Background: an optimization exercise with open tools, aiming at small area and a short achievable clock period. Do not read the settings as production practice. Function was checked by simulation only, so behaviour that the tests miss may differ from the original. No run shown here takes its clock network from TritonCTS; it comes from the design's own scripts or RTL. The clock input has no modelled driver; a real chip could not lean on it and would need a root buffer or a full tree.

==> design/flow/design.v <==
module encoder (
    input clk,
    input rst_n,
    input [31:0] data_in,
    output logic [31:0] data_out
);
    logic [7:0] cnt;              
    logic [7:0] cnt_nxt;
    logic [1:0] u, un;
    logic [5:0] v, vn;
    assign cnt_nxt = (cnt == 8'd254) ? 8'd0 : cnt + 8'd1;
    assign u = cnt[7:6];
    assign v = cnt[5:0];
    assign un = cnt_nxt[7:6];
    assign vn = cnt_nxt[5:0];
    always_ff @(posedge clk) begin
        if (!rst_n) cnt <= 8'd254;
        else cnt <= cnt_nxt;
    end
    logic acc;
    logic [7:0] cnt_nxt2;
    assign cnt_nxt2 = (cnt_nxt == 8'd254) ? 8'd0 : cnt_nxt + 8'd1;
    always_ff @(posedge clk) begin
        if (!rst_n) acc <= 1'b1;
        else acc <= (cnt_nxt2[5:0] < 6'd59) || (cnt_nxt2[5:0] == 6'd59 && cnt_nxt2[7:6] != 2'd3);
    end
    logic [3:0][7:0] enc;
    always_ff @(posedge clk) begin
        enc[3] <= data_in[31:24];
        if (acc) enc[2:0] <= data_in[23:0];
    end
    logic [7:0] el [0:3];
    logic [7:0] cat [0:7];        
    always_comb begin
        for (int s = 0; s < 4; s++) begin
            el[s] = enc[3 - s];
            cat[s] = enc[3 - s];
            cat[s + 4] = data_in[31 - 8 * s -: 8];
        end
    end
    logic [127:0] par;            
    logic [127:0] peff;
    logic [31:0] fb;              
    logic [127:0] mp;
    logic [127:0] pnew;
    logic [3:0][7:0] rot;
    logic [3:0][7:0] rot_d;
    logic ptop_n;
    always_comb begin
        ptop_n = (vn != 6'd0) && (vn <= 6'd59);
        for (int j = 0; j < 4; j++) begin
            rot_d[j] = cat[j + 3 - un];
            if ((j == 0 && vn == 6'd0) || vn > 6'd59) rot_d[j] = 8'd0;
            if (ptop_n) rot_d[j] = rot_d[j] ^ pnew[8 * (15 - j) +: 8];
        end
    end
    always_ff @(posedge clk) begin
        if (!rst_n) rot <= '0;
        else rot <= rot_d;
    end
    logic clr;
    always_ff @(posedge clk) begin
        if (!rst_n) clr <= 1'b1;
        else clr <= (cnt_nxt == 8'd254);
    end
    assign peff[127:64] = par[127:64];
    assign peff[63:0] = clr ? 64'd0 : par[63:0];
    always_comb begin
        for (int e = 0; e < 4; e++)
            fb[8 * e +: 8] = rot[3 - e];
        pnew = {peff[95:0], 32'd0} ^ mp;
    end
    logic [225:0] cx;
    assign cx[0] = fb[4] ^ fb[8];
    assign cx[1] = fb[3] ^ fb[21];
    assign cx[2] = fb[20] ^ fb[31];
    assign cx[3] = fb[9] ^ fb[23];
    assign cx[4] = fb[0] ^ fb[18];
    assign cx[5] = fb[5] ^ fb[28];
    assign cx[6] = fb[7] ^ fb[30];
    assign cx[7] = fb[6] ^ fb[29];
    assign cx[8] = fb[1] ^ fb[19];
    assign cx[9] = fb[16] ^ fb[24];
    assign cx[10] = fb[2] ^ fb[22];
    assign cx[11] = fb[15] ^ fb[25];
    assign cx[12] = fb[10] ^ fb[11];
    assign cx[13] = fb[26] ^ fb[27];
    assign cx[14] = fb[12] ^ fb[13];
    assign cx[15] = fb[14] ^ fb[17];
    assign cx[16] = fb[22] ^ cx[0];
    assign cx[17] = fb[16] ^ cx[3];
    assign cx[18] = cx[1] ^ cx[4];
    assign cx[19] = cx[2] ^ cx[7];
    assign cx[20] = fb[21] ^ cx[8];
    assign cx[21] = fb[10] ^ cx[5];
    assign cx[22] = fb[19] ^ cx[6];
    assign cx[23] = fb[5] ^ cx[14];
    assign cx[24] = fb[23] ^ cx[9];
    assign cx[25] = fb[25] ^ cx[10];
    assign cx[26] = fb[7] ^ fb[15];
    assign cx[27] = fb[17] ^ fb[29];
    assign cx[28] = fb[14] ^ fb[24];
    assign cx[29] = fb[6] ^ cx[15];
    assign cx[30] = fb[12] ^ cx[2];
    assign cx[31] = fb[1] ^ cx[11];
    assign cx[32] = fb[18] ^ cx[1];
    assign cx[33] = fb[3] ^ cx[12];
    assign cx[34] = fb[2] ^ fb[4];
    assign cx[35] = fb[19] ^ fb[30];
    assign cx[36] = fb[17] ^ cx[7];
    assign cx[37] = fb[9] ^ cx[9];
    assign cx[38] = fb[5] ^ fb[13];
    assign cx[39] = fb[2] ^ cx[0];
    assign cx[40] = fb[8] ^ fb[10];
    assign cx[41] = cx[0] ^ cx[13];
    assign cx[42] = cx[6] ^ cx[8];
    assign cx[43] = fb[9] ^ fb[16];
    assign cx[44] = fb[11] ^ fb[28];
    assign cx[45] = fb[0] ^ fb[4];
    assign cx[46] = fb[1] ^ cx[6];
    assign cx[47] = fb[14] ^ fb[27];
    assign cx[48] = fb[20] ^ cx[12];
    assign cx[49] = cx[3] ^ cx[7];
    assign cx[50] = fb[11] ^ cx[16];
    assign cx[51] = fb[12] ^ cx[5];
    assign cx[52] = fb[28] ^ cx[10];
    assign cx[53] = fb[24] ^ cx[4];
    assign cx[54] = fb[11] ^ fb[31];
    assign cx[55] = fb[6] ^ fb[14];
    assign cx[56] = fb[20] ^ fb[27];
    assign cx[57] = fb[26] ^ fb[30];
    assign cx[58] = cx[11] ^ cx[22];
    assign cx[59] = fb[7] ^ cx[11];
    assign cx[60] = cx[5] ^ cx[20];
    assign cx[61] = fb[17] ^ cx[13];
    assign cx[62] = fb[18] ^ cx[8];
    assign cx[63] = cx[3] ^ cx[23];
    assign cx[64] = fb[29] ^ fb[31];
    assign cx[65] = fb[3] ^ cx[45];
    assign cx[66] = fb[0] ^ fb[26];
    assign cx[67] = fb[13] ^ cx[4];
    assign cx[68] = fb[20] ^ fb[23];
    assign cx[69] = fb[13] ^ cx[21];
    assign cx[70] = fb[21] ^ cx[14];
    assign cx[71] = fb[27] ^ cx[26];
    assign cx[72] = cx[2] ^ cx[24];
    assign cx[73] = cx[8] ^ cx[18];
    assign cx[74] = fb[27] ^ cx[1];
    assign cx[75] = fb[4] ^ cx[27];
    assign cx[76] = cx[2] ^ cx[15];
    assign cx[77] = fb[26] ^ cx[10];
    assign cx[78] = cx[5] ^ cx[14];
    assign cx[79] = cx[13] ^ cx[17];
    assign cx[80] = cx[28] ^ cx[49];
    assign cx[81] = fb[3] ^ fb[7];
    assign cx[82] = cx[13] ^ cx[21];
    assign cx[83] = fb[6] ^ cx[28];
    assign cx[84] = cx[4] ^ cx[22];
    assign cx[85] = fb[8] ^ fb[15];
    assign cx[86] = fb[7] ^ fb[31];
    assign cx[87] = fb[8] ^ cx[25];
    assign cx[88] = fb[4] ^ fb[22];
    assign cx[89] = cx[1] ^ cx[46];
    assign cx[90] = cx[19] ^ cx[43];
    assign cx[91] = cx[6] ^ cx[37];
    assign cx[92] = fb[26] ^ cx[32];
    assign cx[93] = fb[27] ^ cx[38];
    assign cx[94] = fb[28] ^ cx[20];
    assign cx[95] = cx[29] ^ cx[59];
    assign cx[96] = cx[9] ^ cx[47];
    assign cx[97] = cx[3] ^ cx[30];
    assign cx[98] = cx[2] ^ cx[58];
    assign cx[99] = fb[0] ^ cx[8];
    assign cx[100] = fb[25] ^ cx[69];
    assign cx[101] = fb[19] ^ cx[26];
    assign cx[102] = cx[11] ^ cx[42];
    assign cx[103] = cx[17] ^ cx[36];
    assign cx[104] = fb[17] ^ cx[19];
    assign cx[105] = fb[25] ^ fb[26];
    assign cx[106] = cx[12] ^ cx[35];
    assign cx[107] = fb[0] ^ cx[39];
    assign cx[108] = cx[23] ^ cx[45];
    assign cx[109] = fb[10] ^ cx[56];
    assign cx[110] = fb[30] ^ cx[25];
    assign cx[111] = fb[8] ^ cx[5];
    assign cx[112] = cx[16] ^ cx[64];
    assign cx[113] = fb[2] ^ cx[36];
    assign cx[114] = cx[6] ^ cx[41];
    assign cx[115] = fb[17] ^ cx[10];
    assign cx[116] = fb[15] ^ cx[0];
    assign cx[117] = cx[30] ^ cx[57];
    assign cx[118] = fb[6] ^ cx[61];
    assign cx[119] = cx[12] ^ cx[26];
    assign cx[120] = cx[10] ^ cx[31];
    assign cx[121] = fb[25] ^ cx[54];
    assign cx[122] = fb[18] ^ cx[40];
    assign cx[123] = cx[16] ^ cx[33];
    assign cx[124] = cx[17] ^ cx[38];
    assign cx[125] = cx[4] ^ cx[30];
    assign cx[126] = cx[39] ^ cx[48];
    assign cx[127] = cx[1] ^ cx[51];
    assign cx[128] = fb[21] ^ cx[53];
    assign cx[129] = cx[1] ^ cx[99];
    assign cx[130] = fb[26] ^ cx[80];
    assign cx[131] = fb[9] ^ cx[78];
    assign cx[132] = fb[13] ^ cx[13];
    assign cx[133] = fb[14] ^ cx[24];
    assign cx[134] = fb[31] ^ cx[62];
    assign cx[135] = cx[12] ^ cx[63];
    assign cx[136] = fb[0] ^ fb[13];
    assign cx[137] = fb[11] ^ fb[12];
    assign cx[138] = cx[32] ^ cx[87];
    assign cx[139] = cx[51] ^ cx[126];
    assign cx[140] = cx[15] ^ cx[107];
    assign cx[141] = fb[9] ^ cx[110];
    assign cx[142] = fb[21] ^ fb[27];
    assign cx[143] = fb[1] ^ cx[142];
    assign cx[144] = fb[24] ^ cx[68];
    assign cx[145] = fb[10] ^ cx[92];
    assign cx[146] = cx[33] ^ cx[84];
    assign cx[147] = fb[15] ^ fb[24];
    assign cx[148] = fb[14] ^ cx[14];
    assign cx[149] = fb[10] ^ cx[24];
    assign cx[150] = fb[26] ^ cx[34];
    assign cx[151] = cx[108] ^ cx[120];
    assign cx[152] = cx[80] ^ cx[93];
    assign cx[153] = cx[3] ^ cx[82];
    assign cx[154] = fb[3] ^ cx[42];
    assign cx[155] = cx[34] ^ cx[91];
    assign cx[156] = fb[17] ^ cx[98];
    assign cx[157] = fb[27] ^ cx[18];
    assign cx[158] = cx[11] ^ cx[114];
    assign cx[159] = cx[0] ^ cx[73];
    assign cx[160] = cx[9] ^ cx[60];
    assign cx[161] = cx[15] ^ cx[19];
    assign cx[162] = cx[33] ^ cx[34];
    assign cx[163] = cx[7] ^ cx[23];
    assign cx[164] = cx[9] ^ cx[44];
    assign cx[165] = fb[22] ^ cx[15];
    assign cx[166] = cx[31] ^ cx[86];
    assign cx[167] = cx[35] ^ cx[70];
    assign cx[168] = fb[21] ^ cx[57];
    assign cx[169] = fb[1] ^ fb[13];
    assign cx[170] = cx[48] ^ cx[85];
    assign cx[171] = cx[55] ^ cx[72];
    assign cx[172] = cx[7] ^ cx[28];
    assign cx[173] = fb[21] ^ cx[22];
    assign cx[174] = fb[20] ^ cx[70];
    assign cx[175] = fb[5] ^ cx[9];
    assign cx[176] = fb[29] ^ cx[153];
    assign cx[177] = fb[6] ^ fb[17];
    assign cx[178] = fb[23] ^ fb[24];
    assign cx[179] = fb[31] ^ cx[46];
    assign cx[180] = fb[1] ^ fb[7];
    assign cx[181] = fb[5] ^ fb[16];
    assign cx[182] = fb[16] ^ fb[28];
    assign cx[183] = fb[15] ^ cx[75];
    assign cx[184] = fb[11] ^ cx[66];
    assign cx[185] = fb[28] ^ cx[109];
    assign cx[186] = fb[18] ^ cx[43];
    assign cx[187] = fb[2] ^ cx[2];
    assign cx[188] = cx[5] ^ cx[97];
    assign cx[189] = fb[8] ^ fb[22];
    assign cx[190] = fb[30] ^ cx[12];
    assign cx[191] = cx[17] ^ cx[56];
    assign cx[192] = cx[40] ^ cx[118];
    assign cx[193] = fb[17] ^ cx[3];
    assign cx[194] = fb[12] ^ fb[25];
    assign cx[195] = cx[9] ^ cx[21];
    assign cx[196] = fb[23] ^ cx[16];
    assign cx[197] = cx[12] ^ cx[24];
    assign cx[198] = fb[3] ^ cx[27];
    assign cx[199] = fb[9] ^ cx[31];
    assign cx[200] = cx[117] ^ cx[159];
    assign cx[201] = cx[19] ^ cx[52];
    assign cx[202] = cx[16] ^ cx[83];
    assign cx[203] = fb[8] ^ cx[77];
    assign cx[204] = cx[35] ^ cx[79];
    assign cx[205] = fb[29] ^ cx[186];
    assign cx[206] = cx[27] ^ cx[37];
    assign cx[207] = cx[62] ^ cx[81];
    assign cx[208] = cx[20] ^ cx[125];
    assign cx[209] = fb[30] ^ cx[29];
    assign cx[210] = cx[29] ^ cx[32];
    assign cx[211] = cx[37] ^ cx[86];
    assign cx[212] = fb[4] ^ cx[63];
    assign cx[213] = cx[94] ^ cx[122];
    assign cx[214] = fb[22] ^ cx[27];
    assign cx[215] = cx[18] ^ cx[27];
    assign cx[216] = fb[18] ^ cx[55];
    assign cx[217] = cx[44] ^ cx[65];
    assign cx[218] = cx[47] ^ cx[167];
    assign cx[219] = cx[37] ^ cx[106];
    assign cx[220] = fb[31] ^ cx[11];
    assign cx[221] = cx[4] ^ cx[46];
    assign cx[222] = fb[0] ^ cx[13];
    assign cx[223] = fb[11] ^ cx[90];
    assign cx[224] = cx[2] ^ cx[42];
    assign cx[225] = fb[24] ^ cx[20];
    assign mp[0] = cx[4] ^ cx[5] ^ cx[35] ^ cx[96] ^ cx[187];
    assign mp[1] = fb[28] ^ cx[11] ^ cx[104] ^ cx[129];
    assign mp[2] = fb[7] ^ fb[14] ^ cx[112] ^ cx[160] ^ cx[222];
    assign mp[3] = cx[4] ^ cx[8] ^ cx[49] ^ cx[165] ^ cx[220];
    assign mp[4] = fb[1] ^ fb[31] ^ cx[26] ^ cx[82] ^ cx[133];
    assign mp[5] = fb[27] ^ cx[11] ^ cx[113] ^ cx[164];
    assign mp[6] = fb[12] ^ cx[4] ^ cx[6] ^ cx[105] ^ cx[182] ^ cx[198];
    assign mp[7] = fb[30] ^ cx[75] ^ cx[132] ^ cx[134];
    assign mp[8] = fb[6] ^ cx[2] ^ cx[23] ^ cx[33] ^ cx[96] ^ cx[101] ^ cx[189];
    assign mp[9] = cx[0] ^ cx[17] ^ cx[44] ^ cx[95] ^ cx[174];
    assign mp[10] = fb[19] ^ cx[18] ^ cx[61] ^ cx[223];
    assign mp[11] = cx[5] ^ cx[18] ^ cx[54] ^ cx[116] ^ cx[169] ^ cx[209];
    assign mp[12] = cx[33] ^ cx[39] ^ cx[56] ^ cx[169] ^ cx[205];
    assign mp[13] = cx[127] ^ cx[140] ^ cx[219];
    assign mp[14] = fb[18] ^ cx[23] ^ cx[104] ^ cx[123] ^ cx[199];
    assign mp[15] = cx[135] ^ cx[150] ^ cx[173] ^ cx[216];
    assign mp[16] = cx[25] ^ cx[41] ^ cx[44] ^ cx[67] ^ cx[177] ^ cx[211];
    assign mp[17] = cx[15] ^ cx[176] ^ cx[194] ^ cx[207];
    assign mp[18] = cx[40] ^ cx[43] ^ cx[98] ^ cx[214];
    assign mp[19] = fb[4] ^ fb[6] ^ fb[13] ^ fb[21] ^ cx[6] ^ cx[24] ^ cx[25] ^ cx[185];
    assign mp[20] = cx[18] ^ cx[34] ^ cx[152];
    assign mp[21] = fb[3] ^ cx[21] ^ cx[102] ^ cx[202];
    assign mp[22] = cx[3] ^ cx[19] ^ cx[34] ^ cx[59] ^ cx[175] ^ cx[184];
    assign mp[23] = cx[89] ^ cx[175] ^ cx[192] ^ cx[194];
    assign mp[24] = fb[11] ^ cx[25] ^ cx[32] ^ cx[68] ^ cx[148];
    assign mp[25] = fb[15] ^ fb[19] ^ fb[26] ^ cx[1] ^ cx[14] ^ cx[28] ^ cx[196];
    assign mp[26] = fb[5] ^ fb[9] ^ cx[39] ^ cx[137] ^ cx[147] ^ cx[157];
    assign mp[27] = cx[3] ^ cx[126] ^ cx[160] ^ cx[216];
    assign mp[28] = cx[7] ^ cx[15] ^ cx[101] ^ cx[122] ^ cx[124];
    assign mp[29] = fb[9] ^ cx[29] ^ cx[84] ^ cx[170];
    assign mp[30] = cx[43] ^ cx[119] ^ cx[208];
    assign mp[31] = cx[14] ^ cx[48] ^ cx[115] ^ cx[225];
    assign mp[32] = fb[7] ^ cx[0] ^ cx[9] ^ cx[18] ^ cx[185];
    assign mp[33] = fb[25] ^ cx[50] ^ cx[60] ^ cx[206];
    assign mp[34] = cx[25] ^ cx[103] ^ cx[114] ^ cx[127];
    assign mp[35] = fb[22] ^ cx[104] ^ cx[124] ^ cx[168];
    assign mp[36] = fb[22] ^ fb[28] ^ cx[65] ^ cx[72] ^ cx[209];
    assign mp[37] = fb[5] ^ fb[23] ^ cx[75] ^ cx[128] ^ cx[166];
    assign mp[38] = fb[6] ^ cx[57] ^ cx[62] ^ cx[87] ^ cx[181];
    assign mp[39] = fb[19] ^ cx[3] ^ cx[81] ^ cx[118] ^ cx[187];
    assign mp[40] = fb[11] ^ cx[8] ^ cx[65] ^ cx[71] ^ cx[188];
    assign mp[41] = fb[1] ^ cx[7] ^ cx[21] ^ cx[107] ^ cx[174];
    assign mp[42] = fb[0] ^ fb[23] ^ cx[116] ^ cx[201] ^ cx[218];
    assign mp[43] = fb[29] ^ cx[50] ^ cx[218];
    assign mp[44] = cx[50] ^ cx[96] ^ cx[136] ^ cx[154];
    assign mp[45] = cx[9] ^ cx[31] ^ cx[140] ^ cx[188];
    assign mp[46] = cx[38] ^ cx[113] ^ cx[145] ^ cx[199];
    assign mp[47] = cx[10] ^ cx[41] ^ cx[55] ^ cx[146];
    assign mp[48] = cx[6] ^ cx[51] ^ cx[74] ^ cx[112] ^ cx[197];
    assign mp[49] = fb[30] ^ cx[78] ^ cx[88] ^ cx[103] ^ cx[121];
    assign mp[50] = cx[16] ^ cx[132] ^ cx[164] ^ cx[210];
    assign mp[51] = cx[15] ^ cx[18] ^ cx[219] ^ cx[220];
    assign mp[52] = cx[13] ^ cx[102] ^ cx[111] ^ cx[144] ^ cx[215];
    assign mp[53] = cx[19] ^ cx[41] ^ cx[53] ^ cx[94] ^ cx[141];
    assign mp[54] = cx[1] ^ cx[87] ^ cx[176] ^ cx[224];
    assign mp[55] = fb[4] ^ cx[1] ^ cx[3] ^ cx[13] ^ cx[190] ^ cx[201];
    assign mp[56] = cx[4] ^ cx[16] ^ cx[70] ^ cx[72] ^ cx[190];
    assign mp[57] = cx[63] ^ cx[121] ^ cx[165] ^ cx[225];
    assign mp[58] = cx[11] ^ cx[39] ^ cx[54] ^ cx[83] ^ cx[168];
    assign mp[59] = cx[32] ^ cx[48] ^ cx[124] ^ cx[158];
    assign mp[60] = fb[20] ^ cx[29] ^ cx[67] ^ cx[111] ^ cx[204];
    assign mp[61] = fb[9] ^ cx[71] ^ cx[161] ^ cx[213];
    assign mp[62] = cx[52] ^ cx[170] ^ cx[173] ^ cx[205];
    assign mp[63] = cx[1] ^ cx[97] ^ cx[106] ^ cx[214];
    assign mp[64] = cx[15] ^ cx[44] ^ cx[138] ^ cx[180] ^ cx[191];
    assign mp[65] = fb[12] ^ fb[19] ^ cx[17] ^ cx[52] ^ cx[145] ^ cx[183];
    assign mp[66] = fb[14] ^ fb[29] ^ cx[20] ^ cx[100] ^ cx[155];
    assign mp[67] = cx[49] ^ cx[82] ^ cx[85] ^ cx[128] ^ cx[179];
    assign mp[68] = cx[32] ^ cx[35] ^ cx[149] ^ cx[161];
    assign mp[69] = cx[50] ^ cx[128] ^ cx[156];
    assign mp[70] = fb[5] ^ fb[22] ^ cx[17] ^ cx[105] ^ cx[208];
    assign mp[71] = fb[20] ^ cx[10] ^ cx[20] ^ cx[24] ^ cx[136] ^ cx[192];
    assign mp[72] = fb[12] ^ fb[24] ^ cx[50] ^ cx[95] ^ cx[129];
    assign mp[73] = fb[7] ^ fb[20] ^ cx[31] ^ cx[53] ^ cx[77] ^ cx[212];
    assign mp[74] = cx[23] ^ cx[41] ^ cx[115] ^ cx[119] ^ cx[178];
    assign mp[75] = fb[13] ^ cx[53] ^ cx[60] ^ cx[71] ^ cx[88] ^ cx[193];
    assign mp[76] = fb[23] ^ cx[26] ^ cx[139] ^ cx[215];
    assign mp[77] = fb[30] ^ cx[43] ^ cx[50] ^ cx[73] ^ cx[163];
    assign mp[78] = fb[10] ^ cx[10] ^ cx[29] ^ cx[212] ^ cx[224];
    assign mp[79] = fb[2] ^ cx[18] ^ cx[38] ^ cx[119] ^ cx[171];
    assign mp[80] = fb[3] ^ cx[34] ^ cx[51] ^ cx[58] ^ cx[79];
    assign mp[81] = fb[24] ^ cx[19] ^ cx[61] ^ cx[65] ^ cx[69];
    assign mp[82] = fb[2] ^ cx[73] ^ cx[85] ^ cx[130] ^ cx[137];
    assign mp[83] = fb[1] ^ cx[66] ^ cx[69] ^ cx[144] ^ cx[189];
    assign mp[84] = cx[42] ^ cx[116] ^ cx[127] ^ cx[172] ^ cx[184];
    assign mp[85] = fb[27] ^ cx[19] ^ cx[91] ^ cx[151];
    assign mp[86] = fb[2] ^ fb[31] ^ cx[29] ^ cx[66] ^ cx[89] ^ cx[100] ^ cx[178];
    assign mp[87] = fb[18] ^ cx[41] ^ cx[54] ^ cx[81] ^ cx[120] ^ cx[172];
    assign mp[88] = cx[1] ^ cx[21] ^ cx[171] ^ cx[203];
    assign mp[89] = cx[50] ^ cx[59] ^ cx[74] ^ cx[103];
    assign mp[90] = cx[30] ^ cx[155] ^ cx[210];
    assign mp[91] = fb[19] ^ cx[67] ^ cx[68] ^ cx[95] ^ cx[150] ^ cx[182];
    assign mp[92] = cx[36] ^ cx[52] ^ cx[71] ^ cx[134] ^ cx[149];
    assign mp[93] = fb[2] ^ fb[25] ^ cx[44] ^ cx[68] ^ cx[84] ^ cx[198];
    assign mp[94] = fb[24] ^ fb[29] ^ cx[200];
    assign mp[95] = fb[4] ^ cx[2] ^ cx[20] ^ cx[93] ^ cx[141];
    assign mp[96] = cx[6] ^ cx[66] ^ cx[131] ^ cx[202];
    assign mp[97] = fb[0] ^ cx[40] ^ cx[152] ^ cx[166];
    assign mp[98] = fb[16] ^ cx[12] ^ cx[151];
    assign mp[99] = cx[3] ^ cx[46] ^ cx[115] ^ cx[217];
    assign mp[100] = fb[3] ^ cx[40] ^ cx[52] ^ cx[67] ^ cx[130] ^ cx[179];
    assign mp[101] = cx[3] ^ cx[47] ^ cx[64] ^ cx[102] ^ cx[162];
    assign mp[102] = cx[5] ^ cx[117] ^ cx[147] ^ cx[162];
    assign mp[103] = cx[0] ^ cx[74] ^ cx[121] ^ cx[163];
    assign mp[104] = fb[20] ^ cx[25] ^ cx[146] ^ cx[206];
    assign mp[105] = fb[17] ^ fb[25] ^ cx[197] ^ cx[200];
    assign mp[106] = fb[10] ^ fb[16] ^ cx[13] ^ cx[64] ^ cx[89] ^ cx[108];
    assign mp[107] = cx[0] ^ cx[47] ^ cx[90] ^ cx[100] ^ cx[207];
    assign mp[108] = fb[16] ^ cx[5] ^ cx[11] ^ cx[55] ^ cx[88] ^ cx[92];
    assign mp[109] = cx[36] ^ cx[101] ^ cx[181] ^ cx[196] ^ cx[222];
    assign mp[110] = cx[111] ^ cx[177] ^ cx[191] ^ cx[221];
    assign mp[111] = cx[113] ^ cx[211] ^ cx[213];
    assign mp[112] = cx[9] ^ cx[22] ^ cx[49] ^ cx[105] ^ cx[123] ^ cx[148];
    assign mp[113] = cx[76] ^ cx[135] ^ cx[158];
    assign mp[114] = cx[5] ^ cx[24] ^ cx[58] ^ cx[112] ^ cx[157];
    assign mp[115] = cx[33] ^ cx[76] ^ cx[78] ^ cx[180];
    assign mp[116] = cx[3] ^ cx[18] ^ cx[40] ^ cx[58] ^ cx[77];
    assign mp[117] = cx[2] ^ cx[79] ^ cx[99] ^ cx[123];
    assign mp[118] = fb[24] ^ cx[139] ^ cx[143] ^ cx[193];
    assign mp[119] = fb[24] ^ cx[7] ^ cx[12] ^ cx[131] ^ cx[138];
    assign mp[120] = fb[13] ^ cx[17] ^ cx[34] ^ cx[74] ^ cx[156];
    assign mp[121] = fb[26] ^ cx[18] ^ cx[76] ^ cx[88] ^ cx[195];
    assign mp[122] = fb[3] ^ fb[8] ^ cx[10] ^ cx[38] ^ cx[221] ^ cx[223];
    assign mp[123] = cx[14] ^ cx[31] ^ cx[83] ^ cx[109];
    assign mp[124] = cx[76] ^ cx[204] ^ cx[217];
    assign mp[125] = cx[125] ^ cx[143] ^ cx[183] ^ cx[195];
    assign mp[126] = fb[11] ^ cx[36] ^ cx[60] ^ cx[67] ^ cx[110];
    assign mp[127] = fb[12] ^ fb[18] ^ cx[19] ^ cx[133] ^ cx[154] ^ cx[203];
    always_ff @(posedge clk) begin
        par <= pnew;
    end
    logic [3:0] msg;
    logic [7:0] tw [0:19];
    logic [31:0] dnext;
    always_comb begin
        for (int i = 0; i < 4; i++) tw[i] = par[8 * (15 - i) +: 8];
        for (int i = 0; i < 16; i++) tw[i + 4] = pnew[8 * (15 - i) +: 8];
        for (int s = 0; s < 4; s++) begin
            msg[s] = (v <= 6'd58) || (v == 6'd59 && s < 3 - u) || (v == 6'd63 && s >= 3 - u);
            dnext[31 - 8 * s -: 8] = msg[s] ? el[s] : tw[s + u + 1];
        end
    end
    always_ff @(posedge clk) begin
        data_out <= dnext;
    end
endmodule
==> design/flow/flow/run.sh <==
#!/bin/bash
# Standard layout, except: the synthesis maps with flow/abc_speed.script,
# the clock tree is flow/ctree.tcl's two-level tree, the ports get plain
# buffers, timing repair aims below the period, and the wire capacitance
# the placement-stage timing estimates use is scaled up by 1.3 (closer to
# the extracted values).
set -euo pipefail
rm -rf scripts_local
cp -r "$FLOW_HOME/scripts" scripts_local
cp flow/abc_speed.script scripts_local/abc_speed.script
sed -i 's|^log_cmd clock_tree_synthesis .*|source $::env(CTREE_TCL)|' scripts_local/cts.tcl
grep -q CTREE_TCL scripts_local/cts.tcl
python3 - "$FLOW_HOME/platforms/sky130hd/setRC.tcl" 1.3 > setRC_scaled.tcl <<'PY'
import re, sys
s = open(sys.argv[1]).read()
k = float(sys.argv[2])
print(re.sub(r'-capacitance ([0-9.Ee+-]+)', lambda m: '-capacitance %g' % (float(m.group(1)) * k), s))
PY
export LAYER_PARASITICS_FILE=$PWD/setRC_scaled.tcl
export CTREE_TCL=$PWD/flow/ctree.tcl
export CTREE_LEAF=20
export CTREE_BUF_LEAF=sky130_fd_sc_hd__clkbuf_16
export CTREE_BUF_TOP=sky130_fd_sc_hd__clkbuf_16
export SCRIPTS_DIR=$PWD/scripts_local
export BUFFER_PORTS_ARGS="-buffer_cell sky130_fd_sc_hd__buf_2"
export SETUP_SLACK_MARGIN=10.15
export GPL_KEEP_OVERFLOW=0
bash standard.sh > standard.log 2>&1
==> design/flow/flow/abc_speed.script <==
strash
&get -n
&dch -f
&nf -R 1000 -p -E 50
&put
topo
stime -c
==> design/flow/flow/ctree.tcl <==
# Two-level clock tree in place of clock_tree_synthesis: the clock port drives
# one buffer per quadrant of the clock sinks, and each of those drives the
# leaf buffers of its quadrant (at most CTREE_LEAF sinks per leaf).
set ct_block [ord::get_db_block]
set ct_dbu [$ct_block getDbUnitsPerMicron]
set ct_buf_leaf [expr {[info exists ::env(CTREE_BUF_LEAF)] ? $::env(CTREE_BUF_LEAF) : "sky130_fd_sc_hd__clkbuf_16"}]
set ct_buf_top [expr {[info exists ::env(CTREE_BUF_TOP)] ? $::env(CTREE_BUF_TOP) : "sky130_fd_sc_hd__clkbuf_16"}]
set ct_leaf [expr {[info exists ::env(CTREE_LEAF)] ? $::env(CTREE_LEAF) : 20}]

proc ct_centroid {pts} {
  set sx 0.0; set sy 0.0
  foreach p $pts { set sx [expr {$sx + [lindex $p 1]}]; set sy [expr {$sy + [lindex $p 2]}] }
  set n [llength $pts]
  return [list [expr {$sx / $n}] [expr {$sy / $n}]]
}
# split {pin x y} items into k near-equal parts along x (idx 1) or y (idx 2)
proc ct_split {pts k idx} {
  set s [lsort -real -index $idx $pts]
  set n [llength $s]
  set out {}
  for {set i 0} {$i < $k} {incr i} {
    lappend out [lrange $s [expr {($n * $i) / $k}] [expr {($n * ($i + 1)) / $k - 1}]]
  }
  return $out
}
proc ct_span {pts idx} {
  set l [lsort -real -index $idx $pts]
  return [expr {[lindex $l end $idx] - [lindex $l 0 $idx]}]
}
proc ct_um {v} { return [expr {$v / double($::ct_dbu)}] }

set ct_sinks {}
foreach p [get_pins -of_objects [get_nets clk]] {
  lassign [[sta::sta_to_db_pin $p] getAvgXY] ok x y
  lappend ct_sinks [list $p $x $y]
}
puts "ctree: [llength $ct_sinks] clock sinks"

set ct_quads {}
foreach half [ct_split $ct_sinks 2 1] {
  foreach q [ct_split $half 2 2] { lappend ct_quads $q }
}
set qi 0
foreach q $ct_quads {
  set nleaf [expr {int(ceil([llength $q] / double($ct_leaf)))}]
  set idx [expr {[ct_span $q 1] > [ct_span $q 2] ? 1 : 2}]
  set leafxy {}
  set li 0
  foreach g [ct_split $q $nleaf $idx] {
    set pins {}
    foreach p $g { lappend pins [lindex $p 0] }
    lassign [ct_centroid $g] cx cy
    set bname "ctree_leaf_${qi}_${li}"
    insert_buffer -buffer_cell $ct_buf_leaf -net clk -load_pins $pins \
      -location [list [ct_um $cx] [ct_um $cy]] \
      -buffer_name $bname -net_name "ctree_net_leaf_${qi}_${li}"
    lappend leafxy [list x $cx $cy]
    incr li
  }
  # insert_buffer adds a number to the names: find this quadrant's leaves
  set leafpins {}
  foreach p [get_pins -of_objects [get_nets clk]] {
    if {[string match "ctree_leaf_${qi}_*" [get_full_name $p]]} { lappend leafpins $p }
  }
  if {$li == 1} { incr qi; continue }
  lassign [ct_centroid $leafxy] cx cy
  insert_buffer -buffer_cell $ct_buf_top -net clk -load_pins $leafpins \
    -location [list [ct_um $cx] [ct_um $cy]] \
    -buffer_name "ctree_q_${qi}" -net_name "ctree_net_q_${qi}"
  incr qi
}
foreach net [$ct_block getNets] {
  if {[string match ctree_net_* [$net getName]]} { $net setSigType CLOCK }
}
[$ct_block findNet clk] setSigType CLOCK
set_propagated_clock [all_clocks]
puts "ctree: clock port drives [llength [get_pins -of_objects [get_nets clk]]] pins"
==> design/flow/standard.sh <==
#!/bin/bash
# synth_recipe.tcl (not shown) runs the flow's synth.tcl, then flattens the netlist and writes it again
# the make line also repeats each setting of config.mk as NAME=value (left out here)
make -C /OpenROAD-flow-scripts/flow DESIGN_CONFIG=/design/flow/config.mk WORK_HOME=/design/flow/orfs CLKGATE_MAP_FILE= SYNTH_SCRIPT=/design/flow/synth_recipe.tcl "${@:-finish}"
==> design/flow/config.mk <==
export PLATFORM = sky130hd
export DESIGN_NAME = encoder
export DESIGN_NICKNAME = encoder
export VERILOG_FILES = /design/flow/design.v
export SDC_FILE = /design/flow/constraint.sdc
export NUM_CORES = 8
export LEC_CHECK = 0
export CAP_MARGIN = 20
export CORE_MARGIN = 2
export CORE_UTILIZATION = 65
export SLEW_MARGIN = 20
==> design/flow/constraint.sdc <==
create_clock -name core_clock -period 14.0 [get_ports {clk}]
set_input_delay 2.8000 -clock core_clock [delete_from_list [all_inputs] [get_ports {clk}]]
set_output_delay 2.8000 -clock core_clock [all_outputs]
set_load 0.01 [all_outputs]
==> results.toml, run 1 <==
[critical_path]
critical_path_buf_inv_count = 1
path_depth = 1
worstPathArrival_ns = 0.80
crit_type = "flop to output pin"
cp_top_family = "flip-flops"
endpoint_kind = "output pin"
crit_chain = "buf_2"
cp_slowest_cell = "dfxtp_1"
worstPathRequired_ns = 11.20
cp-start-kind = "flop"
critPathMaxFanout = 1
r2r_cells = 9
max_stage_delay_ns = 0.37

[detailed_routing]
firstDrtPassIters = 10
met2_length_um = 22270
drc = 0
wl_met3_um = 6099
vias = 11993
viasPerCell = 6.462
drt-met1-wl_um = 18600
dr.first_iter.drc_count = 1553
post_drt_wl_per_cell_um = 27.63
routed_wl_um = 51280
highest_layer = "met4"
ant_nets = 0

[sta]
final-setup-viol-count = 0
tightest_slew_ns = 0.9779
period_share_pct = 25.75
fin_skew_ns = 0.03747
drv_slew = 0
fin_ws_ns = 10.40
layout_min_cycle_time_ns = 3.604
tns_ns = 0
whs_ns = 0.4960
slew_headroom_pct = 34.34
rsz0062_at_grt = "yes"
timing.final.hold_violations = 0
max_clock_freq_mhz = 277.4

[logic_synthesis]
ys_seq_area_share_pct = 32.96
yosys_warnings = 4
syn_nets = 1500
ys_types = 34
ys_async_sr_fraction_pct = 0
synth_seq_cells = 226
synth_edf_count = 24
syn_avg_cell_area_sq_um = 9.894
synth_cells = 1461
syn-cell-area_sq_um = 14460
synth_flop_cell = "dfxtp_1"

[finish]
fin_nets = 1617
area_growth_pct = 15.87
fillers = 1551
drive_above_1_share_pct = 14.34
seq_area_sq_um = 4815
multi_input_area_sq_um = 10380
diodes = 0

[placement]
dpl.hpwl_um = 37840
dpl_worst_slack_ns = 9.520
port_buffers = 65
finalWeightedCongestion = 1.062

[floorplan]
die-area_sq_um = 23450
start_util_pct = 66.24
io_pins = 66
row_count = 54
core_sq_um = 21820
die-width_um = 153.1
die_h_um = 153.1

[job]
cap_viol_max_count = 0

[global_routing]
grt_pass1_wl_um = 75240
grt_pass1_vias = 11799
grt_max_degree = 37
grt_antenna_before_repair = 0
overflow = 0
grt_util_all_layers_pct = 42.86

[cts]
hold_buffers = 0
cts.clk_slew.worst_paths_ns = 0.08
insertion_delay_ns = 0.32

[worst_hold_path]
hp-class = "flop to flop"
hold_depth = 2

[run_status]
status = "timing/DRC/antenna clean"
-- repair_timing --
action | in CTS | in global routing
cloned | 2 | 0
pin swaps | 3 | 1
buffers inserted | 2 | 5
endpoints found under the setup margin | 75 | 58
resized for setup | 48 | 34
-- path summary, 6_finish.rpt --
check / start / endpoint / slack [ns]
setup / recovery: data_out[16] / data_out[16] / 10.40
hold / removal: par[56] / par[88] / 0.50
setup reg to reg: rot[3] / data_out[1] / 10.49
hold reg to reg: par[56] / par[88] / 0.50
-- cell type report, clock buffers not listed --
type	count	share of cell area, %
multi-input combinational	1223	62.00
tap	280	2.092
timing repair buffer	97	4.423
inverter	14	0.3511
sequential	226	28.75
-- registers in the layout, indices dropped and copies added (netlist names) --
| register | count |
|---|---|
| data_out | 32 |
| clr | 1 |
| cnt | 8 |
| enc | 32 |
| acc | 1 |
| par | 120 |
| rot | 32 |
-- worst reg2reg max path, delay by kind of cell (launching register included) --
kind	cells	cell delay, ns
xor gates and xnor gates	6	1.98
DFF	1	0.62
AOI/OAI and AO/OA	2	0.50
buffers and inverters	1	0.25
-- synth_stat cells (2+ instances only) --
cell type,instances,area (sq um)
a311oi_1,20,175.2
a22oi_1,22,165.2
clkinv_1,14,52.55
a222oi_1,54,540.5
a211oi_1,12,90.09
a31oi_1,31,193.9
nor2_1,55,206.5
nand2_1,94,352.8
dfxtp_1,202,4044
ha_1,5,62.56
nor2b_1,36,225.2
a221o_1,8,80.08
nand3_1,7,35.03
a22o_1,9,78.83
nand2b_1,32,200.2
xnor2_1,612,5360
xor2_1,189,1655
and2_0,3,18.77
edfxtp_1,24,720.7
or4_1,2,15.01
o21ai_0,6,30.03
a21oi_1,12,60.06
-- per-layer routing --
layer | vias to the layer above | track usage (%)
met2 | 926 | 66.37
met5 | - | 0
met4 | 0 | 27.12
met1 | 5635 | 53.85
met3 | 275 | 10.21
li1 | 5157 | -
-- cells in the final DEF, fill, tap and decap left out, types with 32 or more instances in the layout --
cell type	instances
a222oi_1	54
buf_2	65
dfxtp_1	172
nand2_1	94
nand2b_1	32
nor2_1	51
nor2b_1	33
xnor2_1	576
xnor2_2	32
xor2_1	160
-- per-stage QoR --
step | cell area, sq um | utilization, % | instances
2_1_floorplan | 14460 | - | 1461
3_3_place_gp | 15130 | 69.34 | 1806
3_5_place_dp | 15860 | 72.66 | 1831
4_1_cts | 16500 | 75.62 | 1851
5_1_grt | 16750 | 76.75 | 1856
6_report | 16750 | 76.75 | 1856
-- cells by family after synthesis --
logic type	share of synthesized area, %
xor+xnor	48.53
simple gates	7.470
flops	32.96
compound gates	10.24
buf+inv	0.3635
fa+ha+maj	0.4328
==> run 2, diff against run 1 <==
--- a/design/flow/flow/run.sh
+++ b/design/flow/flow/run.sh
@@ -24,5 +24,4 @@
 export SCRIPTS_DIR=$PWD/scripts_local
 export BUFFER_PORTS_ARGS="-buffer_cell sky130_fd_sc_hd__buf_2"
 export SETUP_SLACK_MARGIN=10.15
-export GPL_KEEP_OVERFLOW=0
 bash standard.sh > standard.log 2>&1
==> run 2 against run 1 <==
  * Critical path type unchanged
  * Global-route usage decreased by 1.5 points
  * First-iteration DRC count increased by 13%
  * Worst hold slack got worse by 0.011 ns
  * Flip-flop and latch count unchanged
  * Maximum frequency increased by 0.69%
==> results.toml, run 2 <==
[run_status]
status = "timing/DRC/antenna clean"

[floorplan]
start_util_pct = 66.24
row_count = 54
die_h_um = 153.1
core_sq_um = 21820
die-width_um = 153.1
io_pins = 66
die-area_sq_um = 23450

[critical_path]
endpoint_kind = "output pin"
critPathMaxFanout = 1
crit_type = "flop to output pin"
max_stage_delay_ns = 0.36
crit_chain = "buf_2"
cp_slowest_cell = "dfxtp_1"
cp_top_family = "flip-flops"
cp-start-kind = "flop"
worstPathRequired_ns = 11.20
worstPathArrival_ns = 0.78
critical_path_buf_inv_count = 1

[sta]
period_share_pct = 25.57
rsz0062_at_grt = "yes"
max_clock_freq_mhz = 279.3
timing.final.hold_violations = 0
whs_ns = 0.4851
tightest_slew_ns = 0.9853
final-setup-viol-count = 0
layout_min_cycle_time_ns = 3.580
slew_headroom_pct = 33.84
drv_slew = 0
fin_skew_ns = 0.02760
fin_ws_ns = 10.42
tns_ns = 0

[global_routing]
grt_pass1_wl_um = 72730
met1_usage_pct = 54.98
grt.busiest_layer = "met2"
grt_max_degree = 43
grt_util_all_layers_pct = 41.32
met2_usage_pct = 63.14
grt_pass1_vias = 11416
grt_antenna_before_repair = 1
overflow = 0
use_met3_pct = 6.890

[detailed_routing]
drc = 0
viasPerCell = 6.184
routed_wl_um = 49370
dr.first_iter.drc_count = 1757
post_drt_wl_per_cell_um = 26.08
vias = 11706
firstDrtPassIters = 10
ant_nets = 0

[logic_synthesis]
syn_nets = 1500
yosysTopAreaCellShare_pct = 37.08
ys_async_sr_fraction_pct = 0
synth-xor-area-share_pct = 48.53
synth-compound-area-share_pct = 10.24
synth_flop_cell = "dfxtp_1"
yosysMostFrequentCell = "xnor2_1"
syn-cell-area_sq_um = 14460
syn_avg_cell_area_sq_um = 9.894
ys_seq_area_share_pct = 32.96
ys_types = 34
synth_seq_cells = 226
synth_area_leaders = "xnor2_1 37%, dfxtp_1 28%, xor2_1 11%"
synthAdderAreaFrac_pct = 0.4328
synth_top_family_by_area = "XOR/XNOR gates"
synth_edf_count = 24
yosys_warnings = 4
muxShareOfSynthArea_pct = 0
synth_cells = 1461
synth_area_leader_cell = "xnor2_1"
synth-simple-area-share_pct = 7.470
ys_top_cells_by_count = "612 x xnor2_1, 202 x dfxtp_1, 189 x xor2_1"

[finish]
fillers = 1651
multi_input_area_sq_um = 9859
largest_reg_flops = 120
area_growth_pct = 12.72
seq_area_sq_um = 4770
final_common_cell = "xnor2_1"
fin_util_pct = 74.66
drive_above_1_share_pct = 11.72
final_cell_mix = "593 x xnor2_1, 198 x dfxtp_1, 185 x xor2_1"
diodes = 0
regMostFlops = "par"
fin_area_sq_um = 16290
fin_nets = 1654

[placement]
finalWeightedCongestion = 1.091
dpl_worst_slack_ns = 9.552
port_buffers = 65
place_area_sq_um = 15720
dpl.hpwl_um = 36040

[job]
cap_viol_max_count = 0

[cts]
cts.clk_slew.worst_paths_ns = 0.09
hold_buffers = 0
post-cts-setup-buffer-count = 0
post_cts_resized = 5
insertion_delay_ns = 0.31

[worst_hold_path]
hp-class = "flop to flop"
-- run 2: cell counts after synthesis --
No cell type changed its count.
-- run 2: routing by layer --
metal  routed length, um  vias up
li1                    -     5241
met1               18650     5421
met2               21100      825
met3                5625      219
met4                3996        0
met5                   0        -
-- run 2: logic make-up after synthesis --
| kind of cell | after synthesis |
|---|---|
| flops | 226 |
| simple gates | 233 |
| buf+inv | 14 |
| compound gates | 182 |
| xor+xnor | 801 |
| fa+ha+maj | 5 |
-- run 2: path summary, 6_finish.rpt --
check	start	to	slack, ns	depth (start not counted)
max reg2reg	rot[10]	data_out[14]	10.53	9
min reg2reg	par[29]	par[61]	0.49	2
min	par[29]	par[61]	0.49	2
max	data_out[16]	data_out[16]	10.42	1
-- run 2: metrics by stage --
| step | instances |
|---|---|
| finish | 1893 |
| global route | 1893 |
| CTS | 1893 |
| detailed placement | 1877 |
| global placement | 1877 |
| floorplan | 1461 |
-- run 2: worst register-to-register path, cell delays in order, from the launching register on --
cell	delay [ns]
dfxtp_1	0.81
xnor2_1	0.24
buf_4	0.29
xor2_1	0.65
xor2_1	0.22
xnor2_1	0.32
xnor2_2	0.23
a222oi_1	0.32
o211ai_1	0.14
o21a_1	0.15
-- run 2: layout make-up, clock buffers not listed --
cell class	count	area share [%]
tap	280	2.150
timing repair buffer	136	5.268
inverter	14	0.3379
sequential	226	29.27
multi-input combinational	1221	60.51
==> run 3, diff against run 2 <==
--- a/design/flow/flow/run.sh
+++ b/design/flow/flow/run.sh
@@ -18,10 +18,10 @@
 PY
 export LAYER_PARASITICS_FILE=$PWD/setRC_scaled.tcl
 export CTREE_TCL=$PWD/flow/ctree.tcl
-export CTREE_LEAF=20
+export CTREE_LEAF=14
 export CTREE_BUF_LEAF=sky130_fd_sc_hd__clkbuf_16
 export CTREE_BUF_TOP=sky130_fd_sc_hd__clkbuf_16
 export SCRIPTS_DIR=$PWD/scripts_local
 export BUFFER_PORTS_ARGS="-buffer_cell sky130_fd_sc_hd__buf_2"
-export SETUP_SLACK_MARGIN=10.15
+export SETUP_SLACK_MARGIN=10.25
 bash standard.sh > standard.log 2>&1
==> run 3 against run 2 <==
  * Worst hold slack worse by 0.0040 ns
  * Via count is 0.86% higher
  * Critical path depth stayed put
  * Maximum frequency is 0.28% lower
  * Setup slack worse by 0.0099 ns
  * First-iteration DRC count is 7.5% lower
==> results.toml, run 3 <==
[placement]
finalWeightedCongestion = 1.091
place_area_sq_um = 15720
dpl_worst_slack_ns = 9.552
dpl.hpwl_um = 36040
dp_cells = 1877
port_buffers = 65

[worst_hold_path]
hold_end = "par[61]"
hp-class = "flop to flop"
hold_depth = 2
min_from = "par[29]"

[critical_path]
rr_endpoint = "data_out[14]"
cp_top_family = "flip-flops"
crit_chain = "buf_2"
cp-start-kind = "flop"
critical_path_buf_inv_count = 1
max_stage_delay_ns = 0.35
r2r_cells = 10
reg2reg_slack_ns = 10.56
critPathMaxFanout = 1
rr_startpoint = "rot[18]"
worstPathArrival_ns = 0.79
cp_slowest_cell = "dfxtp_1"
crit_type = "flop to output pin"
endpoint_kind = "output pin"
worstPathRequired_ns = 11.20

[logic_synthesis]
syn-cell-area_sq_um = 14460
ys_async_sr_fraction_pct = 0
synth_edf_count = 24
synth_area_leaders = "xnor2_1 37%, dfxtp_1 28%, xor2_1 11%"
yosys_warnings = 4
ys_top_cells_by_count = "612 x xnor2_1, 202 x dfxtp_1, 189 x xor2_1"
syn_nets = 1500
yosysTopAreaCellShare_pct = 37.08
ys_seq_area_share_pct = 32.96
synth_flop_cell = "dfxtp_1"
syn_avg_cell_area_sq_um = 9.894
yosysMostFrequentCell = "xnor2_1"
synth_cells = 1461
synth_seq_cells = 226
synth_area_leader_cell = "xnor2_1"
ys_types = 34

[detailed_routing]
firstDrtPassIters = 9
ant_nets = 0
dr.first_iter.drc_count = 1626
viasPerCell = 6.217
drc = 0
routed_wl_um = 49660
vias = 11807
post_drt_wl_per_cell_um = 26.15

[sta]
final-setup-viol-count = 0
max_clock_freq_mhz = 278.6
period_share_pct = 25.64
tns_ns = 0
tightest_slew_ns = 0.9338
whs_ns = 0.4811
fin_skew_ns = 0.02219
layout_min_cycle_time_ns = 3.590
drv_slew = 0
fin_ws_ns = 10.41
timing.final.hold_violations = 0
slew_headroom_pct = 37.30
rsz0062_at_grt = "no"

[global_routing]
grt_util_all_layers_pct = 41.57
grt_max_degree = 43
grt_pass1_wl_um = 73100
grt_pass1_vias = 11531
grt_antenna_before_repair = 1
overflow = 0

[floorplan]
core_sq_um = 21820
row_count = 54
die-width_um = 153.1
die_h_um = 153.1
io_pins = 66
start_util_pct = 66.24
die-area_sq_um = 23450

[finish]
fin_cells = 1899
final_common_cell = "xnor2_1"
fin_nets = 1660
area_growth_pct = 14.06
fin_area_sq_um = 16490
final_cell_mix = "591 x xnor2_1, 195 x dfxtp_1, 183 x xor2_1"
fillers = 1622
regMostFlops = "par"
drive_above_1_share_pct = 12.48
largest_reg_flops = 120
diodes = 0

[cts]
hold_buffers = 0
insertion_delay_ns = 0.31
cts.clk_slew.worst_paths_ns = 0.07
post-cts-setup-buffer-count = 0

[run_status]
status = "timing/DRC/antenna clean"

[job]
cap_viol_max_count = 0
## run 3: layer usage
metal  vias up  part of all wire, %  wire length, um  global-route usage [%]
met1      5437                   37            18290                   54.78
met4         0                  8.2             4049                   26.32
met3       231                   12             5922                   7.485
li1       5263                    -                -                       -
met5         -                    0                0                       0
met2       876                   43            21390                   63.12
## run 3: worst max-delay path by stage
stage | from | to | slack, ns | depth (start not counted)
4_1_cts | rot[23] | data_out[2] | 10.26 | 8
3_3_place_gp | rst_n | acc | 9.39 | 4
3_5_place_dp | rst_n | acc | 9.55 | 4
2_1_floorplan | rst_n | acc | 10.25 | 3
5_1_grt | rot[8] | rot[23] | 10.25 | 9
6_report | data_out[16] | data_out[16] | 10.41 | 1
## run 3: kinds of logic after synthesis
group / count (synthesis) / synth area share, %
XOR/XNOR: 801 / 48.53
AO/OA/AOI/OAI: 182 / 10.24
adder cells (fa/ha/maj): 5 / 0.4328
AND/OR/NAND/NOR: 233 / 7.470
flip-flops: 226 / 32.96
buffers and inverters: 14 / 0.3635
## run 3: area by class of cell, clock buffers not listed
| class | count | area (sq um) | area share [%] |
|---|---|---|---|
| multi-input combinational | 1221 | 9891 | 59.99 |
| timing repair buffer | 136 | 862.1 | 5.229 |
| inverter | 14 | 60.06 | 0.3643 |
| tap | 280 | 350.3 | 2.125 |
| sequential | 226 | 4773 | 28.95 |
## run 3: metrics by stage
step                util (%)
detailed placement     72.03
CTS                    74.89
global placement       72.03
finish                 75.55
floorplan                  -
global route           75.55
## run 3: what timing repair did
action | 4_1_cts | 5_1_grt
gates resized for setup | 12 | 24
pin swaps | 0 | 0
endpoints found under the setup margin | 48 | 53
==> run 4, diff against run 3 <==
--- a/design/flow/flow/run.sh
+++ b/design/flow/flow/run.sh
@@ -18,7 +18,7 @@
 PY
 export LAYER_PARASITICS_FILE=$PWD/setRC_scaled.tcl
 export CTREE_TCL=$PWD/flow/ctree.tcl
-export CTREE_LEAF=14
+export CTREE_LEAF=20
 export CTREE_BUF_LEAF=sky130_fd_sc_hd__clkbuf_16
 export CTREE_BUF_TOP=sky130_fd_sc_hd__clkbuf_16
 export SCRIPTS_DIR=$PWD/scripts_local
--- a/design/flow/config.mk
+++ b/design/flow/config.mk
@@ -8,4 +8,5 @@
 export CAP_MARGIN = 20
 export CORE_MARGIN = 2
 export CORE_UTILIZATION = 65
+export PLACE_DENSITY = 0.75
 export SLEW_MARGIN = 20
==> run 4 against run 3 <==
  * Synthesized area unchanged
  * Critical path depth is 3 higher
  * Setup slack gained 0.044 ns
  * Via count up 1.7%
  * Critical endpoint is now acc
==> results.toml, run 4 <==
[run_status]
status = "timing/DRC/antenna clean"

[finish]
regMostFlops = "par"
area_growth_pct = 13.82
multi_input_area_sq_um = 9993
final_common_cell = "xnor2_1"
fin_nets = 1656
seq_area_sq_um = 4771
diodes = 0
fin_area_sq_um = 16450
fillers = 1589
largest_reg_flops = 120
final_cell_mix = "588 x xnor2_1, 197 x dfxtp_1, 175 x xor2_1"
drive_above_1_share_pct = 12.76

[sta]
timing.final.hold_violations = 0
fin_skew_ns = 0.03947
rsz0062_at_grt = "yes"
final-setup-viol-count = 0
drv_slew = 0
period_share_pct = 25.33
slew_headroom_pct = 30.88
tightest_slew_ns = 1.029
tns_ns = 0
layout_min_cycle_time_ns = 3.546
max_clock_freq_mhz = 282.0

[global_routing]
grt_pass1_vias = 11756
overflow = 0
grt_max_degree = 45
grt_antenna_before_repair = 0
grt_util_all_layers_pct = 42.59
grt_pass1_wl_um = 75000

[logic_synthesis]
synth-xor-area-share_pct = 48.53
ys_seq_area_share_pct = 32.96
synth_edf_count = 24
synth_cells = 1461
synth_top_family_by_area = "XOR/XNOR gates"
syn_avg_cell_area_sq_um = 9.894
yosys_warnings = 4
syn-cell-area_sq_um = 14460
ys_async_sr_fraction_pct = 0
ys_types = 34
synth-compound-area-share_pct = 10.24
synth_flop_cell = "dfxtp_1"
synth-simple-area-share_pct = 7.470
synth_area_leaders = "xnor2_1 37%, dfxtp_1 28%, xor2_1 11%"
synthAdderAreaFrac_pct = 0.4328
synth_seq_cells = 226
syn_nets = 1500
muxShareOfSynthArea_pct = 0
yosysTopAreaCellShare_pct = 37.08
yosysMostFrequentCell = "xnor2_1"
ys_top_cells_by_count = "612 x xnor2_1, 202 x dfxtp_1, 189 x xor2_1"
synth_area_leader_cell = "xnor2_1"

[floorplan]
die-area_sq_um = 23450
row_count = 54
io_pins = 66
die-width_um = 153.1
core_sq_um = 21820
die_h_um = 153.1
start_util_pct = 66.24

[critical_path]
critical_path_buf_inv_count = 2
crit_type = "input port to flop"
crit_chain = "buf_2 > inv_4 > a2111oi_1 > o21ai_0"
max_stage_delay_ns = 0.35
critPathMaxFanout = 26
worstPathRequired_ns = 14.15
reg2reg_slack_ns = 10.55
cp_slowest_cell = "a2111oi_1"
cp-start-kind = "input port"
endpoint_kind = "flop"
worstPathArrival_ns = 3.70
cp_top_family = "compound AO/OA/AOI/OAI gates"

[detailed_routing]
routed_wl_um = 51100
drc = 0
firstDrtPassIters = 8
ant_nets = 0
dr.first_iter.drc_count = 1862
post_drt_wl_per_cell_um = 26.96
vias = 12006
viasPerCell = 6.336

[job]
cap_viol_max_count = 0

[placement]
dpl.hpwl_um = 37460
place_area_sq_um = 15750
finalWeightedCongestion = 1.078
port_buffers = 65

[worst_hold_path]
hp-class = "flop to flop"

[cts]
cts.clk_slew.worst_paths_ns = 0.10
insertion_delay_ns = 0.32
## run 4: cell counts after synthesis
Identical to the previous run, type by type.
## run 4: cell families (layout without fill, tap and decap cells)
kind of cell,after synthesis,count (layout)
XOR/XNOR,801,801
buffers and inverters,14,168
AO/OA/AOI/OAI,182,182
adder cells (fa/ha/maj),5,5
AND/OR/NAND/NOR,233,233
flip-flops,226,226
## run 4: repair_timing
item,CTS,global route
buffers inserted,0,0
setup endpoints to repair,50,45
hold buffers,0,0
pin swaps,0,0
resized for setup,20,26
## run 4: area by class of cell, clock buffers not listed
class                   instances  share of cell area [%]
multi-input cells            1221                   60.74
inverters                      14                  0.3346
repair buffers                138                   5.369
flip-flops and latches        226                   29.00
well taps                     280                   2.129
## run 4: stage by stage
| stage | cells | hold slack (ns) | setup WS [ns] | utilization (%) |
|---|---|---|---|---|
| floorplan | 1461 | 0.4598 | 10.25 | - |
| global placement | 1879 | 0.4656 | 9.385 | 72.12 |
| detailed placement | 1879 | 0.4762 | 9.432 | 72.16 |
| CTS | 1895 | 0.5000 | 10.09 | 74.62 |
| global route | 1895 | 0.5299 | 10.18 | 75.39 |
| finish | 1895 | 0.4931 | 10.45 | 75.39 |
## run 4: worst register-to-register path: stages (launching register included)
cell and delay [ns]:
dfxtp_1 0.32, buf_4 0.28, xor2_2 0.35, buf_4 0.29, xnor2_1 0.24, buf_4 0.26, xor2_2 0.28, xnor2_1 0.14
xnor2_1 0.28, clkinv_1 0.26, a222oi_1 0.44, a31oi_1 0.17
## run 4: final timing paths
kind              startpoint      endpoint  depth (start not counted)
setup / recovery       rst_n           acc                          4
hold reg to reg      par[29]       par[61]                          2
hold / removal       par[29]       par[61]                          2
setup reg to reg     rot[19]  data_out[16]                         11
## run 4: per-layer routing
metal / share of wire, % / track usage [%]
met1: 37 / 55.51
met2: 43 / 66.37
met3: 12 / 8.279
met4: 7.5 / 24.03
met5: 0 / 0

-- port drivers added, routing unchanged --
In the flow no input, the clock included, has a driving cell. The finished layouts below were timed again as built, in two steps. Step 1 (the two cells are an assumption about what drives the block):
set clk [get_ports {clk}]
set_driving_cell -lib_cell sky130_fd_sc_hd__clkbuf_16 $clk
set_driving_cell -lib_cell sky130_fd_sc_hd__buf_2 [delete_from_list [all_inputs] $clk]
Step 2 adds t to the input delays and takes it off the output delays; t is the mean of the earliest and latest rising clock arrival at the registers after step 1. Input paths then give back, and output paths get back, about the clock's delay inside the block. Slacks: ideal / step 1 / step 2; pairs: ideal / step 1.
run | t, ns | setup WS [ns] | worst setup path after step 2 | worst data-port slew with drivers (ns)
run 1 | 0.416 | 10.396 / 10.279 / 10.136 | input to register | 0.03
run 2 | 0.404 | 10.420 / 10.310 / 10.155 | input to register | 0.03
run 3 | 0.408 | 10.410 / 10.299 / 10.135 | input to register | 0.03
run 4 | 0.411 | 10.454 / 10.348 / 10.131 | input to register | 0.03
After both steps every run listed still meets setup and hold. The setup slack of run 4, which loses most, moves by -0.106 ns with the drivers and by -0.323 ns with both steps.
